What follows belongs to an exercise in optimizing a design on an open flow for small area, a short achievable clock period and few clock cycles per item; a production flow would make more cautious choices. At most, simulation tests tie the RTL to the original design; equivalence was not proved. For run 2, only the layout was checked, not whether the RTL still works.

==> flow/design.v, too long to show whole: its modules and the start of the top module <==
// module WbRegs: 81 lines
// module iir_core: 3790 lines
// module IIR: 109 lines
module IIR #(
    parameter DW = 24,
    parameter CFGAW = 32,
    parameter CFGDW = 32,
    parameter COEFW = 18,
    parameter COEFQ = 16,
    parameter ORDER = 6,
    parameter STAGE_ORDER = 2
) (
    input  logic clk,
    input  logic rst,
    input  logic signed [DW-1:0] s_axis_tdata,
    input  logic s_axis_tvalid,
    output logic s_axis_tready,
    output logic signed [DW-1:0] m_axis_tdata,
    output logic m_axis_tvalid,
    input  logic m_axis_tready,
    input  logic cyc_i,
    input  logic stb_i,
    input  logic we_i,
    output logic ack_o,
    output logic stall_o,
    input  logic [CFGAW-1:0] addr_i,
    input  logic signed [CFGDW-1:0] data_i,
    output logic signed [CFGDW-1:0] data_o
);
  // ...
==> flow/run.sh <==
#!/bin/bash
# synth_recipe.tcl (not shown) runs the flow's synth.tcl, then flattens the netlist and writes it again
# the make line also repeats each setting of config.mk as NAME=value (left out here)
make -C /OpenROAD-flow-scripts/flow DESIGN_CONFIG=/design/flow/config.mk WORK_HOME=/design/flow/orfs CLKGATE_MAP_FILE= SYNTH_SCRIPT=/design/flow/synth_recipe.tcl finish
==> flow/config.mk <==
export PLATFORM = sky130hd
export DESIGN_NAME = IIR
export DESIGN_NICKNAME = IIR
export VERILOG_FILES = /design/flow/design.v
export SDC_FILE = /design/flow/constraint.sdc
export NUM_CORES = 4
export LEC_CHECK = 0
export CAP_MARGIN = 20
export CORE_MARGIN = 2
export CORE_UTILIZATION = 40
export SETUP_SLACK_MARGIN = 2.5
export SLEW_MARGIN = 20
==> flow/constraint.sdc <==
create_clock -name core_clock -period 8.0 [get_ports {clk}]
set_input_delay 1.6000 -clock core_clock [delete_from_list [all_inputs] [get_ports {clk}]]
set_output_delay 1.6000 -clock core_clock [all_outputs]
set_load 0.01 [all_outputs]
==> flow_summary.json, run 1 <==
{
  "outcome": "timing/DRC/antenna clean",
  "clk_share": 0.02587,
  "synthSimpleGateAreaFrac": 0.04635,
  "fin_crit_sh": 0.7440,
  "overflow": 0,
  "met1_usage": 0.3920,
  "slew_violations": 0,
  "drc_errors": 0,
  "syn_nets": 23884,
  "placementRows": 255,
  "core_um2": 482100,
  "clock_path_buffers": 4,
  "layout-drive-gt1-share": 0.1299,
  "synth_adder_area_share": 0.3683,
  "min_to": "sos[2].iir_core_i.p_c[13]$_SDFFE_PP0P_",
  "multi_input_area_share": 0.6848,
  "largest_register": "wb_regs_i.regs",
  "skew_ns": 0.06735,
  "cp.arrival_ns": 6.74,
  "start_util": 0.4014,
  "finalCriticalPeriod_ns": 5.952,
  "wl_per_cell_um": 28.99,
  "slew_headroom": 0.1791,
  "setup-violations-final": 0,
  "holdCritStartpoint": "sos[2].iir_core_i.p_c[13]$_SDFFE_PP0P_",
  "synth_top_flop_cell": "edfxtp_1",
  "num_antenna_cells": 37,
  "met3_length_um": 84080,
  "yosysSeqAreaShare": 0.1561,
  "required_ns": 8.79,
  "synth_area_per_cell_um2": 9.651,
  "seqCellArea_um2": 30310,
  "grtUsageMet2": 0.4757,
  "crit_end": "sos[2].iir_core_i.y1[17]$_SDFFE_PP0P_",
  "synth_top_family_by_area": "adder cells",
  "grt_pass1_vias": 161636,
  "path_class": "reg -> reg",
  "critPathBufInv": 5,
  "synth_top_area_share": 0.3379,
  "dp_slack_ns": 1.186
}
Testbench counts, summed over its fixed seeds: cycles 2,104, items 2,048.
==> run 2: changes to the inputs <==
--- a/flow/design.v
+++ b/flow/design.v
@@ -90,18 +90,18 @@
     input  logic vq,            
     input  logic [DW-1:0] x,    
     input  logic [DW-1:0] xh1,  
     input  logic [6*COEFW-1:0] coefs,
     input  logic [2*COEFW-1:0] sels,
     output logic [DW-1:0] yo,
     output logic [DW-1:0] y2
 );
-logic [DW-1:0] y1, y1n;
-assign yo = ~y1n;
+logic [DW-1:0] y1;
+assign yo = y1;
 logic [COEFW-1:0] cb0, cb1, cb2, cn1, cn2;
 assign cb0 = coefs[0*COEFW +: COEFW];
 assign cb1 = coefs[1*COEFW +: COEFW];
 assign cb2 = coefs[2*COEFW +: COEFW];
 assign cn1 = coefs[4*COEFW +: COEFW];
 assign cn2 = coefs[5*COEFW +: COEFW];
 logic [8:0] cb0_one, cb0_two, cb0_xn, cb0_nc;
 assign cb0_one[0] = cb0[0];
@@ -3849,26 +3849,24 @@
     end
     if (adv || !vx) begin
         p_s <= pt_ra;
         p_c <= pt_rb;
     end
     if (adv) begin
         if (vq) begin
             y1 <= acc[39:16];
-            y1n <= ~acc[39:16];
             y2 <= yo;
             f  <= acc[15:0];
         end
     end
     if (rst) begin
         p_s <= '0;
         p_c <= '0;
         y1 <= '0;
-        y1n <= '1;
         y2 <= '0;
         f  <= '0;
     end
 end
 endmodule
 module IIR #(
     parameter DW = 24,
     parameter CFGAW = 32,
==> flow/config.mk (replaced) <==
export PLATFORM = sky130hd
export DESIGN_NAME = IIR
export DESIGN_NICKNAME = IIR
export VERILOG_FILES = /design/flow/design.v
export SDC_FILE = /design/flow/constraint.sdc
export NUM_CORES = 4
export LEC_CHECK = 0
export CAP_MARGIN = 20
export CORE_MARGIN = 2
export CORE_UTILIZATION = 40
export SETUP_SLACK_MARGIN = 1.9
export SLEW_MARGIN = 20
==> flow_summary.json, run 2 <==
{
  "synthToLayoutAreaGrowth_pct": 9.337,
  "wl_per_cell_um": 28.21,
  "grt_max_degree": 131,
  "hold_viol": 0,
  "gp_congestion": 1.016,
  "cts.sinks": 1121,
  "slowest_delay_ns": 0.51,
  "ioPinCount": 155,
  "core_um2": 475500,
  "ys_warn_count": 15,
  "syn_nets": 23837,
  "dieArea_um2": 483500,
  "timing.fmax_mhz": 161.9,
  "fin_setup_tns_ns": 0,
  "tightest_slew_ns": 1.238,
  "cpMaxStageDelayCell": "fa_1",
  "path_cells": "buf_12, xor2_2, a22oi_2, fa_1, inv_1, fa_1, inv_2, fa_2, fa_1, fa_1, inv_2, ha_4, a211o_1, a211oi_4, and3_4, o21a_4, o41a_1, o211ai_1, a31oi_2, o31ai_2, mux2i_1, nand4_1",
  "antenna_found_initial": 39,
  "max_cap_viol_count": 0,
  "drtPass1Iterations": 7,
  "largest_reg_flops": 324,
  "holdCritStartpoint": "sos[0].iir_core_i.p_c[17]$_SDFFE_PP0P_",
  "cp_max_fo": 5,
  "largest_register": "wb_regs_i.regs",
  "synth-seq-cells": 1121,
  "regToRegStartpoint": "wb_regs_i.sels[4][10]$_DFFE_PP_",
  "netlist_top_cells_count": "3267 x fa_1, 2717 x inv_1, 2207 x a22oi_1",
  "start_util": 0.4021,
  "grt_pass1_vias": 154652,
  "wirelength_um": 732200,
  "rrSetupSlack_ns": 1.82,
  "async_flop_share": 0,
  "placementRows": 253,
  "grt_pass1_wl_um": 1065000,
  "netlist_area_um2": 191200,
  "synth_area_per_cell_um2": 9.556,
  "required_ns": 8.84,
  "die-width_um": 695.3,
  "ant_nets": 0,
  "drt_iter0_markers": 18671,
  "finalCriticalPeriod_ns": 6.175,
  "outcome": "timing/DRC/antenna clean",
  "grt_use_total": 0.2968,
  "synth_top_flop_cell": "edfxtp_1",
  "final_cell_mix": "3252 x fa_1, 2700 x inv_1, 2188 x a22oi_1",
  "synth_area_leaders": "fa_1 34%, edfxtp_1 9.9%, a22oi_1 8.7%, xor2_1 8.4%, xnor2_1 7.2%",
  "cts_tree": "built",
  "slew_headroom": 0.1732,
  "cts_buffers": 153,
  "fin_nets": 23251,
  "path_common_cell": "fa_1",
  "cts_root_buffer": "clkbuf_16",
  "synth_cell_types": 102,
  "hp-class": "reg -> reg",
  "synth_most_common_cell": "fa_1",
  "final_area_um2": 209000,
  "overflow": 0,
  "final_common_cell": "fa_1",
  "path_class": "reg -> reg",
  "timing.rr.end": "sos[2].iir_core_i.y1[23]$_SDFFE_PP0P_",
  "synth_top_area_share": 0.3421,
  "rsz0062_at_grt": "yes",
  "dpl_cell_area_um2": 199700,
  "hpwl_um": 575200,
  "drc_errors": 0,
  "crit_path_end_kind": "flip-flop",
  "min_to": "sos[0].iir_core_i.p_c[17]$_SDFFE_PP0P_",
  "layout-drive-gt1-share": 0.08585,
  "synth_top_area_cell": "fa_1",
  "io_buffers": 139,
  "clock_latency_ns": 0.96,
  "whs_path_depth": 2,
  "setup-violations-final": 0,
  "ctsHoldBuffers": 0,
  "syn_inst": 20006,
  "r2r_cells": 22,
  "fp.dieH_um": 695.3,
  "slew_violations": 0,
  "skew_ns": 0.1064,
  "vias_per_cell": 5.918,
  "vias": 153615,
  "clock_path_buffers": 4,
  "clk_pin_slew_ns": 0.07,
  "start_kind": "flip-flop",
  "fin_util": 0.4396,
  "h-tree-depth": 4,
  "cp.arrival_ns": 7.01,
  "yosysSeqAreaShare": 0.1505,
  "fin_crit_sh": 0.7719,
  "synth_edf_count": 633
}
-- run 2: changes by cell type after synthesis, moves of 72 or more --
cell     previous run  this run
inv_1            2830      2717
a22o_1            424       265
a22oi_1          2403      2207
a21oi_1           734       959
o22ai_1           244       328
xor2_1           1153      1824
xnor2_1          2103      1579
mux2i_1           218       139
dfxtp_1           560       488
nand2_1          1021      1216
-- run 2: critical path: cells and delay by family (launching register included) --
family	cells	cell delay (ns)
adders and majority gates	6	2.55
AOI/OAI and AO/OA	8	2.02
DFF	1	0.47
buffers and inverters	4	0.34
and+or+nand+nor	2	0.28
muxes	1	0.23
xor gates and xnor gates	1	0.15
-- run 2: repair_timing --
item                                    in CTS  in global routing
gates resized for setup                    126                216
buffers inserted                           109                111
cloned                                       2                  7
pin swaps                                   27                 79
endpoints found under the setup margin     126                229
-- run 2: cell type report --
| class | instances | area, µm² |
|---|---|---|
| timing repair buffer | 1039 | 8876 |
| timing repair inverter | 2 | 12.51 |
| clock buffer | 193 | 4277 |
| inverter | 2750 | 10360 |
| antenna | 37 | 92.59 |
| tap | 6375 | 7976 |
| fill | 46010 | 266400 |
| multi-input combinational | 14353 | 147500 |
| sequential | 1121 | 28870 |
| clock inverter | 88 | 1116 |
-- run 2: stage by stage --
stage	instances	setup WS, ns	hold slack (ns)
CTS	25801	1.850	0.4527
finish	25958	1.825	0.4490
detailed placement	25409	0.7141	0.4458
global placement	25409	0.7791	0.4399
global route	25939	1.643	0.4695
floorplan	20006	1.771	0.4319
-- run 2: cells by family after synthesis --
kind of cell	synth area share
compound gates	0.1676
buf+inv	0.08990
fa+ha+maj	0.3728
xor+xnor	0.1559
simple gates	0.05415
flops	0.1505
mux	0.009103
other cells	0.00001961
-- run 2: routing by layer --
metal | vias to the layer above | global-route usage | routed length [µm]
met3 | 1694 | 0.05918 | 71270
met2 | 8657 | 0.4711 | 331300
met5 | - | 0 | 182
met4 | 28 | 0.1467 | 43980
li1 | 64781 | - | -
met1 | 78455 | 0.3866 | 285400
-- run 2: worst max-delay path by stage --
stage	cells past startpoint	slack (ns)	to	from
final	22	1.82	sos[2].iir_core_i.y1[23]$_SDFFE_PP0P_	wb_regs_i.sels[4][10]$_DFFE_PP_
after global routing	27	1.64	sos[1].iir_core_i.y1[21]$_SDFFE_PP0P_	wb_regs_i.regs[10][1]$_DFFE_PP_
after CTS	23	1.85	sos[0].iir_core_i.y1[22]$_SDFFE_PP0P_	wb_regs_i.sels[0][3]$_DFFE_PP_
after detailed placement	21	0.71	sos[0].iir_core_i.y1[22]$_SDFFE_PP0P_	wb_regs_i.regs[4][1]$_DFFE_PP_
after global placement	21	0.78	sos[0].iir_core_i.y1[22]$_SDFFE_PP0P_	wb_regs_i.regs[4][1]$_DFFE_PP_
after floorplan	23	1.77	sos[1].iir_core_i.y1[22]$_SDFFE_PP0P_	sos[1].iir_core_i.y1[11]$_SDFFE_PP0P_

-- static timing again, ports no longer ideal --
The flow's constraints put no driver on any port. The routed layouts listed below were extracted and timed again, unchanged, in two steps. Step 1 (the two cells are an assumption about what drives the block):
set clk [get_ports {clk}]
set_driving_cell -lib_cell sky130_fd_sc_hd__clkbuf_16 $clk
set_driving_cell -lib_cell sky130_fd_sc_hd__buf_2 [delete_from_list [all_inputs] $clk]
Step 2 adds t to the input delays and takes it off the output delays; t is the mean of the earliest and latest rising clock arrival at the registers after step 1. Input paths then give back, and output paths get back, about the clock's delay inside the block. Three values: no drivers, after step 1, after step 2; two values: the first two.
| run | t (ns) | setup WS [ns] | worst setup path after step 2 |
|---|---|---|---|
| run 1 | 1.016 | 2.048 / 2.048 / 1.266 | input to register |
| run 2 | 1.028 | 1.825 / 1.825 / 0.809 | input to register |
After both steps setup and hold are still met in every run listed. For run 2, which loses most, drivers alone change the setup slack by 0.000 ns; drivers and shift together by -1.016 ns.
